Context: an optimization exercise on an open-source flow, tuned for small area and a short achievable clock period. The choices shown serve that exercise and are no tape-out recipe. Where RTL was checked, it was by simulation tests only, not by an equivalence proof against the original.

Setup of JK:
// gte_mac123
module gte_mac123 (
   input  wire               clk,
   input  wire               reset,
   input  wire               trigger,
   input  wire signed [31:0] mul1,
   input  wire signed [31:0] mul2,
   input  wire signed [44:0] add,
   input  wire               sub,
   input  wire               swap,
   input  wire               save_shifted,
   input  wire               use_ir,
   input  wire               ir_shift,
   input  wire               ir_shift_flag,
   input  wire               sat_ir,
   input  wire               sat_ir_flag,
   input  wire               use_result,
   output wire signed [31:0] mac_result,
   output reg                mac_writeback,
   output wire signed [15:0] ir_result,
   output reg                ir_writeback,
   output reg  signed [44:0] mac_last,
   output wire signed [31:0] mac_shifted,
   output wire               flag_mac_uf,
   output wire               flag_mac_of,
   output wire               flag_ir
);
For scale: about 3100 cells after synthesis, ~250 I/O pins, roughly 0.027 mm^2 of cells after synthesis.
Settings: LEC_CHECK=0, ABC_AREA=1, CAP_MARGIN=20, CORE_MARGIN=2, CORE_UTILIZATION=40, SLEW_MARGIN=20, SYNTH_HIERARCHICAL=1; clock period 14.0 ns.
standard.sh (not shown) runs the stock make flow with config.mk's settings and CLKGATE_MAP_FILE= SYNTH_SCRIPT=/design/flow/synth_recipe.tcl, a recipe that flattens the netlist after the stock synthesis.
==> flow/flow/run.sh <==
#!/bin/bash
# The standard layout (the standard.sh with its unchanged synthesis) with two
# changes to how the layout is made: the port buffers are plain buffers
# (sky130_fd_sc_hd__buf_1) instead of the delay cells buffer_ports picks by
# default, and ORFS's timing repair is asked for a setup margin past what the
# clock period needs. The clock and constraints are the design's.
# make's full output goes to make_finish.log in the work folder.
set -euo pipefail
here="$(cd "$(dirname "${BASH_SOURCE[0]}")/.." && pwd)"
cd "$here"
bash ./standard.sh "BUFFER_PORTS_ARGS=-buffer_cell sky130_fd_sc_hd__buf_1" \
  SETUP_SLACK_MARGIN=6.8 finish > make_finish.log 2>&1
The final layout from JK, which completed every stage, passed the timing, design-rule and antenna checks at the end of the flow.
--- input diff JK..MS ---
diff --git a/flow/flow/run.sh b/flow/flow/run.sh
--- a/flow/flow/run.sh
+++ b/flow/flow/run.sh
@@ -10,3 +10,3 @@
 cd "$here"
 bash ./standard.sh "BUFFER_PORTS_ARGS=-buffer_cell sky130_fd_sc_hd__buf_1" \
-  SETUP_SLACK_MARGIN=6.8 finish > make_finish.log 2>&1
+  SETUP_SLACK_MARGIN=7.3 finish > make_finish.log 2>&1
Findings:
- In the tables for JK and MS, global-route wire length before repair reads lower with JK.
- Summary of MS over JK: met3 track demand over resource saw an increase; routed wire length saw an increase; logic depth of the worst path, buffers included saw an increase; sequential share of layout area saw a decrease.
- A source of the critical timing path of mul2[19] is what JK shows, while pc_r[7] belongs to MS.
- Number of antenna violations at the first check in global routing (higher): MS
- Between JK and MS, the difference in detailed-routing iteration count for the pre-antenna-repair pass is negligible.
- Worst path setup slack after routing ended up 260 ps higher on MS than on JK.
No run of this note included a check of the RTL's function; only the layout flow was run.

---

== nickel ==
gte_mac123, a different RTL version from the one above (not shown whole).
Size: ~3,000 cells after synthesis, ~190 flip-flops, roughly 250 I/O pins, ~26,000 um^2 of cells after synthesis.
export LEC_CHECK = 0
export ABC_AREA = 1
export CAP_MARGIN = 20
export CORE_MARGIN = 2
export CORE_UTILIZATION = 40
export SLEW_MARGIN = 20
export SYNTH_HIERARCHICAL = 1
create_clock -name core_clock -period 14.0 [get_ports {clk}]
==> flow/flow/run.sh <==
#!/bin/bash
# The standard layout (the standard.sh with its unchanged synthesis) with two
# changes to how the layout is made: the port buffers are plain buffers
# (sky130_fd_sc_hd__buf_1) instead of the delay cells buffer_ports picks by
# default, and ORFS's timing repair is asked for a setup margin past what the
# clock period needs. The clock and constraints are the design's.
# make's full output goes to make_finish.log in the work folder.
set -euo pipefail
here="$(cd "$(dirname "${BASH_SOURCE[0]}")/.." && pwd)"
cd "$here"
bash ./standard.sh "BUFFER_PORTS_ARGS=-buffer_cell sky130_fd_sc_hd__buf_1" \
  SETUP_SLACK_MARGIN=7.1 finish > make_finish.log 2>&1
nickel was carried through to the last stage, and its layout satisfied the timing, design-rule and antenna checks.
For violet, these inputs were changed with respect to nickel:
--- a/flow/flow/run.sh
+++ b/flow/flow/run.sh
@@ -11,2 +11,2 @@
 bash ./standard.sh "BUFFER_PORTS_ARGS=-buffer_cell sky130_fd_sc_hd__buf_1" \
-  SETUP_SLACK_MARGIN=7.1 finish > make_finish.log 2>&1
+  SETUP_SLACK_MARGIN=6.5 finish > make_finish.log 2>&1
Results
- violet: initial antenna violation count is 1 higher than what nickel reported.
- Changes observed in violet relative to nickel: via count shrank by 727, post-route minimum period grew by 550 ps, filler-free cell count of the finished design shrank by 64, sequential share of layout area grew by 0.52 points, clock-buffer cell count held steady.
- Diff nickel -> violet: utilization -2.1 points; worst hold slack closely matched the old numbers.
- Compared violet vs nickel, and area growth from synthesis to final layout is down in violet.
- Diff nickel and violet: via count of the first global-routing pass lower in violet
Changes in harbor relative to violet:
--- a/flow/flow/run.sh
+++ b/flow/flow/run.sh
@@ -11,2 +11,2 @@
 bash ./standard.sh "BUFFER_PORTS_ARGS=-buffer_cell sky130_fd_sc_hd__buf_1" \
-  SETUP_SLACK_MARGIN=6.5 finish > make_finish.log 2>&1
+  SETUP_SLACK_MARGIN=6.8 finish > make_finish.log 2>&1
Findings:
violet -> harbor: final estimated routing congestion in global placement delta 0, exact match
The final-layout clock-cell area share of harbor and that of violet are within noise of each other.
Re critical path depth: no difference whatsoever between violet and harbor.
Any difference in data required time of the critical path between harbor and violet is small enough to ignore.

---

Setup of quartz:
gte_mac123, a different RTL version from the one above (not shown whole).
For scale: ~250 I/O pins.
export LEC_CHECK = 0
export ABC_AREA = 1
export ABC_CLOCK_PERIOD_IN_PS = 2500
export CAP_MARGIN = 20
export CORE_MARGIN = 2
export CORE_UTILIZATION = 40
export SLEW_MARGIN = 20
export SYNTH_HIERARCHICAL = 1
create_clock -name core_clock -period 14.0 [get_ports {clk}]
==> flow/flow/run.sh <==
#!/bin/bash
# The standard layout (the standard.sh with its unchanged synthesis) with two
# changes to how the layout is made: the port buffers are plain buffers
# (sky130_fd_sc_hd__buf_1) instead of the delay cells buffer_ports picks by
# default, and ORFS's timing repair is asked for a setup margin past what the
# clock period needs. The clock and constraints are the design's.
# make's full output goes to make_finish.log in the work folder.
set -euo pipefail
here="$(cd "$(dirname "${BASH_SOURCE[0]}")/.." && pwd)"
cd "$here"
bash ./standard.sh "BUFFER_PORTS_ARGS=-buffer_cell sky130_fd_sc_hd__buf_1" \
  SETUP_SLACK_MARGIN=7.0 finish > make_finish.log 2>&1
#### Input delta (yarrow over quartz)
Settings: removing ABC_CLOCK_PERIOD_IN_PS (formerly 2500).
==> flow/run.sh (new file) <==
#!/bin/bash
# synth_recipe.tcl (not shown) runs the flow's synth.tcl, then flattens the netlist and writes it again
# the make line also repeats each setting of config.mk as NAME=value (left out here)
make -C /OpenROAD-flow-scripts/flow DESIGN_CONFIG=/design/flow/config.mk WORK_HOME=/design/flow/orfs CLKGATE_MAP_FILE= SYNTH_SCRIPT=/design/flow/synth_recipe.tcl finish
removed: flow/flow/run.sh
removed: flow/standard.sh
==> summary.txt <==
yarrow finished every step from synthesis to the final layout, and the layout passed the timing, design-rule and antenna checks.
Global-route met3 utilization for yarrow is lower than for quartz.
Compared with quartz, yarrow shows a via count that is 1.3% lower.

---

== build 68 ==
Another version of the RTL of gte_mac123 (not shown whole).
Size: ~3300 cells after synthesis, roughly 190 flip-flops, about 250 I/O pins, ~0.028 mm² of cells after synthesis.
clock: 14.0 ns
lec_check: 0
abc_area: 1
cap_margin: 20
core_margin: 2
core_utilization: 55
slew_margin: 20
synth_hierarchical: 1
==> flow/flow/run.sh <==
#!/bin/bash
# The standard layout (the standard.sh with its unchanged synthesis) with two
# changes to how the layout is made: the port buffers are plain buffers
# (sky130_fd_sc_hd__buf_1) instead of the delay cells buffer_ports picks by
# default, and ORFS's timing repair is asked for a setup margin past what the
# clock period needs. The clock and constraints are the design's.
# make's full output goes to make_finish.log in the work folder.
set -euo pipefail
here="$(cd "$(dirname "${BASH_SOURCE[0]}")/.." && pwd)"
cd "$here"
bash ./standard.sh "BUFFER_PORTS_ARGS=-buffer_cell sky130_fd_sc_hd__buf_1" \
  SETUP_SLACK_MARGIN=7.5 finish > make_finish.log 2>&1
For build 31, these inputs were changed with respect to build 68:
Settings: changing CORE_UTILIZATION from 55 to 40.
diff --git a/flow/flow/run.sh b/flow/flow/run.sh
--- a/flow/flow/run.sh
+++ b/flow/flow/run.sh
@@ -11,2 +11,2 @@
 bash ./standard.sh "BUFFER_PORTS_ARGS=-buffer_cell sky130_fd_sc_hd__buf_1" \
-  SETUP_SLACK_MARGIN=7.5 finish > make_finish.log 2>&1
+  SETUP_SLACK_MARGIN=7.0 finish > make_finish.log 2>&1
Findings:
- Every stage of the flow completed for build 31, and the final layout passed the timing, design-rule and antenna checks.
- Build 31 ended up with a lower depth of the worst register-to-register path than build 68 did.
- Build 31 and build 68 ended up with nearly the same placed wire-length estimate after detailed placement.
- Number of clock buffers in the layout (lower): build 31
Changes in build 54 relative to build 31:
diff --git a/flow/flow/run.sh b/flow/flow/run.sh
--- a/flow/flow/run.sh
+++ b/flow/flow/run.sh
@@ -11,2 +11,2 @@
 bash ./standard.sh "BUFFER_PORTS_ARGS=-buffer_cell sky130_fd_sc_hd__buf_1" \
-  SETUP_SLACK_MARGIN=7.0 finish > make_finish.log 2>&1
+  SETUP_SLACK_MARGIN=7.5 finish > make_finish.log 2>&1
Notes after the runs:
Between build 31 and build 54, the difference in mean number of vias per cell is negligible. Build 54 vs. build 31: design area higher, portion of the clock cycle consumed by the worst path in the final layout lost 2.6 points, number of buffers inserted to repair setup after CTS higher, total clock buffers created by CTS closely matched the old numbers. Count of buffers not belonging to the clock network in the layout ended up about 27% higher on build 54 than on build 31. For number of cells after detailed placement, build 54 and build 31 come out practically identical.
diff inputs: build 54 => build 10
==> flow/run.sh (new file) <==
#!/bin/bash
# synth_recipe.tcl (not shown) runs the flow's synth.tcl, then flattens the netlist and writes it again
# the make line also repeats each setting of config.mk as NAME=value (left out here)
make -C /OpenROAD-flow-scripts/flow DESIGN_CONFIG=/design/flow/config.mk WORK_HOME=/design/flow/orfs CLKGATE_MAP_FILE= SYNTH_SCRIPT=/design/flow/synth_recipe.tcl finish
removed: flow/flow/run.sh
removed: flow/standard.sh
--- outcome ---
- Build 54 has lower hold slack than build 10.
- | final period demand of the worst path | build 10 vs build 54 | worse |
- Diff build 54 -> build 10: port buffer count held; via count of the first global-routing pass went down about 1.2%; multi-input logic portion of the cell area went down 0.55 points; core utilization went down 1.6 points; highest clock frequency the design can meet went down 17%.
- Against build 54, post-route standard cell area excluding fillers in build 10 came out better.
No run of this note included a check of the RTL's function; only the layout flow was run.

---

Setup of rev 12:
Another version of the RTL of gte_mac123 (not shown whole).
Size: roughly 3,000 cells after synthesis, roughly 190 flip-flops, roughly 0.026 mm2 of cells after synthesis.
export LEC_CHECK = 0
export ABC_AREA = 1
export CAP_MARGIN = 20
export CORE_MARGIN = 2
export CORE_UTILIZATION = 40
export SLEW_MARGIN = 20
export SYNTH_HIERARCHICAL = 1
create_clock -name core_clock -period 14.0 [get_ports {clk}]
==> flow/flow/run.sh <==
#!/bin/bash
# The standard layout (the standard.sh with its unchanged synthesis) with two
# changes to how the layout is made: the port buffers are plain buffers
# (sky130_fd_sc_hd__buf_1) instead of the delay cells buffer_ports picks by
# default, and ORFS's timing repair is asked for a setup margin past what the
# clock period needs. The clock and constraints are the design's.
# make's full output goes to make_finish.log in the work folder.
set -euo pipefail
here="$(cd "$(dirname "${BASH_SOURCE[0]}")/.." && pwd)"
cd "$here"
bash ./standard.sh "BUFFER_PORTS_ARGS=-buffer_cell sky130_fd_sc_hd__buf_1" \
  SETUP_SLACK_MARGIN=6.8 finish > make_finish.log 2>&1
Rev 12 completed end to end with timing, DRC and antenna clean.
--- input diff rev 12..rev 13 ---
-- flow/flow/run.sh --
<<< rev 12, line 10
cd "$here"
bash ./standard.sh "BUFFER_PORTS_ARGS=-buffer_cell sky130_fd_sc_hd__buf_1" \
  SETUP_SLACK_MARGIN=6.8 finish > make_finish.log 2>&1
>>> rev 13, line 10
cd "$here"
bash ./standard.sh "BUFFER_PORTS_ARGS=-buffer_cell sky130_fd_sc_hd__buf_1" \
  SETUP_SLACK_MARGIN=7.0 finish > make_finish.log 2>&1
--- outcome ---
- Delta (rev 13 minus rev 12): storage element area increased by 25 um2 relative to the old numbers, arrival time at the worst endpoint decreased by 3.34 ns relative to the old numbers, worst setup slack increased by 0.18 ns relative to the old numbers.
- The multi-input combinational gate total was comparable across rev 12 and rev 13.
- Between rev 12 and rev 13, routed wire length is higher for rev 13, rev 12 comes in under that.
- Rev 12 → rev 13: clock distribution area overhead in the final layout held; worst hold margin down 0.0058 ns; non-clock buffer count in the final layout increased 7.0%.

---

RTL: one of the versions met above, not the one the previous note started from.
Size: about 27000 sq um of cells after synthesis.
export LEC_CHECK = 0
export ABC_AREA = 1
export CAP_MARGIN = 20
export CORE_MARGIN = 2
export CORE_UTILIZATION = 40
export SLEW_MARGIN = 20
export SYNTH_HIERARCHICAL = 1
export TNS_END_PERCENT = 30
create_clock -name core_clock -period 14.0 [get_ports {clk}]
==> flow/flow/run.sh <==
#!/bin/bash
# The standard layout (the standard.sh with its unchanged synthesis) with two
# changes to how the layout is made: the port buffers are plain buffers
# (sky130_fd_sc_hd__buf_1) instead of the delay cells buffer_ports picks by
# default, and ORFS's timing repair is asked for a setup margin past what the
# clock period needs. The clock and constraints are the design's.
# make's full output goes to make_finish.log in the work folder.
set -euo pipefail
here="$(cd "$(dirname "${BASH_SOURCE[0]}")/.." && pwd)"
cd "$here"
bash ./standard.sh "BUFFER_PORTS_ARGS=-buffer_cell sky130_fd_sc_hd__buf_1" \
  SETUP_SLACK_MARGIN=7.0 finish > make_finish.log 2>&1
The starting point completed without violations.
Then changed:
--- a/flow/config.mk
+++ b/flow/config.mk
@@ -11,4 +11,4 @@
 export CORE_UTILIZATION = 40
+export PLACE_DENSITY = 0.8
 export SLEW_MARGIN = 20
 export SYNTH_HIERARCHICAL = 1
-export TNS_END_PERCENT = 30
Effect: Worst setup slack gets better by 0.12 ns; clock-buffer cell count goes down by 3; global-route usage came out lower by 0.80 points.
Then changed:
--- a/flow/config.mk
+++ b/flow/config.mk
@@ -8,7 +8,6 @@
 export ABC_AREA = 1
-export CAP_MARGIN = 20
+export CAP_MARGIN = 0
 export CORE_MARGIN = 2
 export CORE_UTILIZATION = 40
-export PLACE_DENSITY = 0.8
-export SLEW_MARGIN = 20
+export SLEW_MARGIN = 0
 export SYNTH_HIERARCHICAL = 1
Result: The new run completed without violations. Final area falls by 0.56%. Via count falls by 5.1%. Worst setup slack degrades by 0.021 ns. Synthesized cell count does not change. Worst hold slack stays flat. Clock-buffer cell count rises by 3.
Then changed:
--- a/flow/flow/run.sh
+++ b/flow/flow/run.sh
@@ -11,2 +11,2 @@
 bash ./standard.sh "BUFFER_PORTS_ARGS=-buffer_cell sky130_fd_sc_hd__buf_1" \
-  SETUP_SLACK_MARGIN=7.0 finish > make_finish.log 2>&1
+  SETUP_SLACK_MARGIN=6.8 finish > make_finish.log 2>&1
--- a/flow/config.mk
+++ b/flow/config.mk
@@ -8,6 +8,6 @@
 export ABC_AREA = 1
-export CAP_MARGIN = 0
+export CAP_MARGIN = 20
 export CORE_MARGIN = 2
 export CORE_UTILIZATION = 40
-export SLEW_MARGIN = 0
+export SLEW_MARGIN = 20
 export SYNTH_HIERARCHICAL = 1
After rerunning: Global-route usage grows by 0.13 points; routed wire length shrinks by 0.30%; clock skew grows by 0.0058 ns; non-clock buffer count shrinks by 24; critical path depth does not change; maximum frequency shrinks by 1.7%; flip-flop and latch count is unchanged; die area does not change; register-to-register slack degrades by 0.10 ns; synthesized area is unchanged.
Then changed:
--- a/flow/flow/run.sh
+++ b/flow/flow/run.sh
@@ -11,2 +11,2 @@
 bash ./standard.sh "BUFFER_PORTS_ARGS=-buffer_cell sky130_fd_sc_hd__buf_1" \
-  SETUP_SLACK_MARGIN=6.8 finish > make_finish.log 2>&1
+  SETUP_SLACK_MARGIN=7.25 finish > make_finish.log 2>&1
Result: The changed run completed without violations. Global-route usage grows by 1.2 points. Die area is unchanged. Clock-buffer cell count is unchanged.

separate check: timing with driven ports:
How much do the figures lean on ideal ports? The routed layouts below were timed once more, with nothing changed but the port constraints.
Step 1, drivers: a clkbuf_16 drives clk and a buf_2 each remaining input, both assumed.
Step 2, shift: input delay + t, output delay - t, t = (earliest + latest rising clock arrival at the registers) / 2. This alone moves slack from input paths to output paths.
Three values: ideal ports, drivers, drivers and shift; two values: the first two.
run | shift t [ns] | slack for setup (ns) | worst setup path at the end | worst data-port slew with drivers (ns) | pins driven straight from the clock port
JK | 0.542 | 6.901 / 6.937 / 6.394 | input to register | 0.08 | 1
MS | 0.532 | 7.162 / 7.113 / 6.835 | input to register | 0.08 | 1
nickel | 0.547 | 7.176 / 7.155 / 6.655 | input to register | 0.07 | 1
violet | 0.545 | 6.625 / 6.656 / 6.111 | input to register | 0.10 | 1
harbor | 0.543 | 6.907 / 6.934 / 6.391 | input to register | 0.10 | 1
quartz | 0.552 | 7.041 / 7.007 / 6.527 | input to register | 0.09 | 1
yarrow | 0.543 | 6.166 / 6.104 / 5.983 | input to register | 0.10 | 1
build 68 | 0.542 | 7.357 / 7.296 / 6.976 | input to register | 0.09 | 1
build 31 | 0.541 | 7.094 / 7.123 / 6.582 | input to register | 0.07 | 1
build 54 | 0.544 | 7.460 / 7.398 / 6.996 | input to register | 0.13 | 1
build 10 | 0.530 | 6.146 / 6.100 / 6.119 | input to register | 0.09 | 1
rev 12 | 0.542 | 6.920 / 6.909 / 6.366 | input to register | 0.14 | 1
rev 13 | 0.534 | 7.098 / 7.047 / 6.603 | input to register | 0.10 | 1
the first run of note 6 | 0.552 | 6.926 / 6.959 / 6.407 | input to register | 0.08 | 1
the second run of note 6 | 0.551 | 7.048 / 7.078 / 6.529 | input to register | 0.08 | 1
the third run of note 6 | 0.550 | 7.027 / 7.009 / 6.514 | input to register | 0.08 | 1
the fourth run of note 6 | 0.552 | 6.905 / 6.928 / 6.375 | input to register | 0.08 | 1
the fifth run of note 6 | 0.544 | 7.211 / 7.153 / 6.763 | input to register | 0.18 | 1
After both steps setup and hold are still met in every run listed. The setup slack of rev 12, which loses most, moves by -0.011 ns with the drivers and by -0.554 ns with both steps.
